This design comes from an exercise in tuning for small area, a short achievable clock period and few clock cycles per item on the open sky130 flow, not from production work. Only simulation tests tie the RTL to the original design; equivalence was not proved.

Setup of run A:
==> flow/design.v (excerpt) <==
module PixelSolver (
  input               io_cmd_valid,
  output              io_cmd_ready,
  input      [27:0]   io_cmd_payload_x,
  input      [27:0]   io_cmd_payload_y,
  output              io_rsp_valid,
  input               io_rsp_ready,
  output     [5:0]    io_rsp_payload_iteration,
  input               clk,
  input               reset
);
  reg         v1;
  reg  [27:0] x1, y1, x01, y01, ckx1, cky1;
  reg  [5:0]  it1;
  reg  [1:0]  tag1;
  reg  [13:0] bo1, bt1;      
  reg  [13:0] bn1n;          
  reg  [27:0] x1n;           
  reg         v2;
  reg  [27:0] sxx2, cxx2;
  reg         cixx2;
  reg  [27:0] syy2, cyy2;
  reg         ciyy2;
  reg  [27:0] sxy2, cxy2;
  reg  [19:0] lsxy2, lcxy2;
  reg  [27:0] x02, y02, ckx2, cky2;
  reg  [5:0]  it2;
  reg  [1:0]  tag2;
  reg         per2;
  reg  [3:0]  rob_v;
  reg  [5:0]  rob_d0, rob_d1, rob_d2, rob_d3;
  reg  [2:0]  nseq, head;
  reg         out_v;
  reg  [5:0]  out_d;
  reg         full;          
  assign io_cmd_ready = !v1 && !full;
  wire        acc = io_cmd_valid && io_cmd_ready;
  assign io_rsp_valid = out_v;
  assign io_rsp_payload_iteration = out_d;
  wire pxx_hs1 = x1[2] ^ (x1[0] & x1[3]);
  wire pxx_hc2 = x1[2] & (x1[0] & x1[3]);
  wire pxx_hs3 = (x1[0] & x1[4]) ^ (x1[1] & x1[3]);
  wire pxx_hc4 = (x1[0] & x1[4]) & (x1[1] & x1[3]);
  wire pxx_fs5 = x1[3] ^ (x1[0] & x1[5]) ^ (x1[1] & x1[4]);
  wire pxx_fc6 = (x1[3] & (x1[0] & x1[5])) | (x1[3] & (x1[1] & x1[4])) | ((x1[0] & x1[5]) & (x1[1] & x1[4]));
  wire pxx_hs7 = (x1[2] & x1[3]) ^ pxx_hc4;
  wire pxx_hc8 = (x1[2] & x1[3]) & pxx_hc4;
  wire pxx_fs9 = (x1[0] & x1[6]) ^ (x1[1] & x1[5]) ^ (x1[2] & x1[4]);
  wire pxx_fc10 = ((x1[0] & x1[6]) & (x1[1] & x1[5])) | ((x1[0] & x1[6]) & (x1[2] & x1[4])) | ((x1[1] & x1[5]) & (x1[2] & x1[4]));
  wire pxx_hs11 = pxx_fc6 ^ pxx_hc8;
  wire pxx_hc12 = pxx_fc6 & pxx_hc8;
  wire pxx_fs13 = x1[4] ^ (x1[0] & x1[7]) ^ (x1[1] & x1[6]);
  ...
==> flow/config.mk <==
export PLATFORM = sky130hd
export DESIGN_NAME = PixelSolver
export DESIGN_NICKNAME = PixelSolver
export VERILOG_FILES = /design/flow/design.v
export SDC_FILE = /design/flow/constraint.sdc
export NUM_CORES = 4
export LEC_CHECK = 0
export CAP_MARGIN = 10
export CORE_MARGIN = 2
export CORE_UTILIZATION = 40
export SLEW_MARGIN = 10
==> flow/constraint.sdc <==
create_clock -name core_clock -period 10.0 [get_ports {clk}]
set_input_delay 2.0000 -clock core_clock [delete_from_list [all_inputs] [get_ports {clk}]]
set_output_delay 2.0000 -clock core_clock [all_outputs]
set_load 0.01 [all_outputs]
standard.sh (not shown) runs the stock make flow with config.mk's settings and CLKGATE_MAP_FILE= SYNTH_SCRIPT=/design/flow/synth_recipe.tcl, a recipe that flattens the netlist after the stock synthesis.
==> flow/flow/run.sh <==
#!/bin/bash
# Standard layout, with one extra step between synthesis and floorplan:
# flow/polarity.py removes the inverters that Yosys's adder extraction leaves
# between full adders (full adders are self-dual), choosing each adder's
# signal polarity so that as few inverters as possible remain. Registers and
# every non-inverter cell keep their names and types.
# The clock period is 10 ns, far above what the design needs, so by default
# the timing repair steps have nothing to do; a setup margin makes them work
# towards a shorter achieved period (the constraints themselves are unchanged).
set -euo pipefail
R=orfs/results/${FLOW_PLATFORM}/PixelSolver/base
bash standard.sh synth > synth.log 2>&1
cp "$R/1_2_yosys.v" yosys_standard.v
python3 flow/polarity.py yosys_standard.v polarity.v > polarity.log 2>&1
cp polarity.v "$R/1_2_yosys.v"
rm -f "$R/1_synth.odb"
bash standard.sh SETUP_SLACK_MARGIN=6.5 TNS_END_PERCENT=0 finish > finish.log 2>&1
Other scripts of this flow, unchanged in this note and not shown: flow/flow/polarity.py
Run A reached the end of the flow, and the finished layout is clean on the timing, DRC and antenna checks.
Testbench counts of run A, summed over its fixed seeds: cycles 263,406, pixels 8,192.
### run A -> run B
--- a/flow/config.mk
+++ b/flow/config.mk
@@ -7,5 +7,5 @@
 export LEC_CHECK = 0
-export CAP_MARGIN = 10
+export CAP_MARGIN = 20
 export CORE_MARGIN = 2
 export CORE_UTILIZATION = 40
-export SLEW_MARGIN = 10
+export SLEW_MARGIN = 20
==> comparison <==
Run B reached the final stage; the timing, DRC and antenna checks on its layout passed. Going from run A to run B, final design instance area without fill now sits at about the same level. Worst hold slack essentially unchanged between run B and run A. Number of clock-tree buffers in the layout: run A vs run B identical. Changes observed in run B relative to run A: number of standard cells in the layout, taps in and fillers out held, worst setup slack climbed 0.014 ns, average vias per placed instance now sits lower, horizontal extent of the die was more or less identical, synthesis-to-layout area growth now sits at about the same level.
[inputs] run C vs run B
--- a/flow/flow/run.sh
+++ b/flow/flow/run.sh
@@ -16,2 +16,2 @@
 rm -f "$R/1_synth.odb"
-bash standard.sh SETUP_SLACK_MARGIN=6.5 TNS_END_PERCENT=0 finish > finish.log 2>&1
+bash standard.sh SETUP_SLACK_MARGIN=5.5 finish > finish.log 2>&1
[summary]
Across run B and run C, none had a timing, DRC or antenna violation. After detailed routing, run B needs less wire than run C. On run C: largest net degree at the start of global routing is 7.3% lower than what run B gave. Status: fraction of standard cell area that is sequential parity (run C, run B). Diff run B -> run C: worst setup margin decreased by 0.12 ns relative to the old numbers; first-iteration DRC count increased by 0.49% relative to the old numbers.
Changes in run D relative to run C:
--- a/flow/flow/run.sh
+++ b/flow/flow/run.sh
@@ -16,2 +16,2 @@
 rm -f "$R/1_synth.odb"
-bash standard.sh SETUP_SLACK_MARGIN=5.5 finish > finish.log 2>&1
+bash standard.sh SETUP_SLACK_MARGIN=6.5 TNS_END_PERCENT=0 finish > finish.log 2>&1
--- a/flow/config.mk
+++ b/flow/config.mk
@@ -10,2 +10,3 @@
 export CORE_UTILIZATION = 40
+export CTS_BUF_LIST = sky130_fd_sc_hd__clkbuf_8
 export SLEW_MARGIN = 20
Findings:
Run D | status: complete | timing, DRC, antenna: pass. Critical path startpoint: x1[18]$_DFF_P_ -> run D, x1n[17]$_DFF_P_ -> run C. Relative to run C, initial antenna violation count has increased by 1 in run D. Run C has lower via count of the first global-routing pass than run D. Hold slack delta (run D -> run C): insignificant. NOTE achievable frequency run C->run D increased slightly.

re-timing with driven ports:
The results above use ideal ports. As a check the final layouts listed here were re-extracted and re-timed, cells and wires unchanged.
Step 1 assumes that a clkbuf_16 drives the clock port and a buf_2 every other input.
Step 2 moves the port delays by t, midway between the first and last clock arrival at a register: inputs arrive t later, outputs are due t later. That takes back most of the time a late clock gives input paths.
Three values: ideal, step 1, step 2; two values: the first two.
run	t (ns)	slack for setup (ns)	hold WS [ns]	worst setup path after step 2	slew at the worst register clock pin (ns)
run A	0.755	5.613 / 5.613 / 5.613	0.306 / 0.306 / 0.306	register to register	0.08 / 0.08
run B	0.754	5.626 / 5.626 / 5.626	0.307 / 0.307 / 0.307	register to register	0.08 / 0.08
run C	0.757	5.510 / 5.510 / 5.510	0.313 / 0.313 / 0.313	register to register	0.07 / 0.07
run D	0.887	5.532 / 5.532 / 5.532	0.311 / 0.311 / 0.311	register to register	0.08 / 0.08
After both steps setup and hold are still met in every run listed.
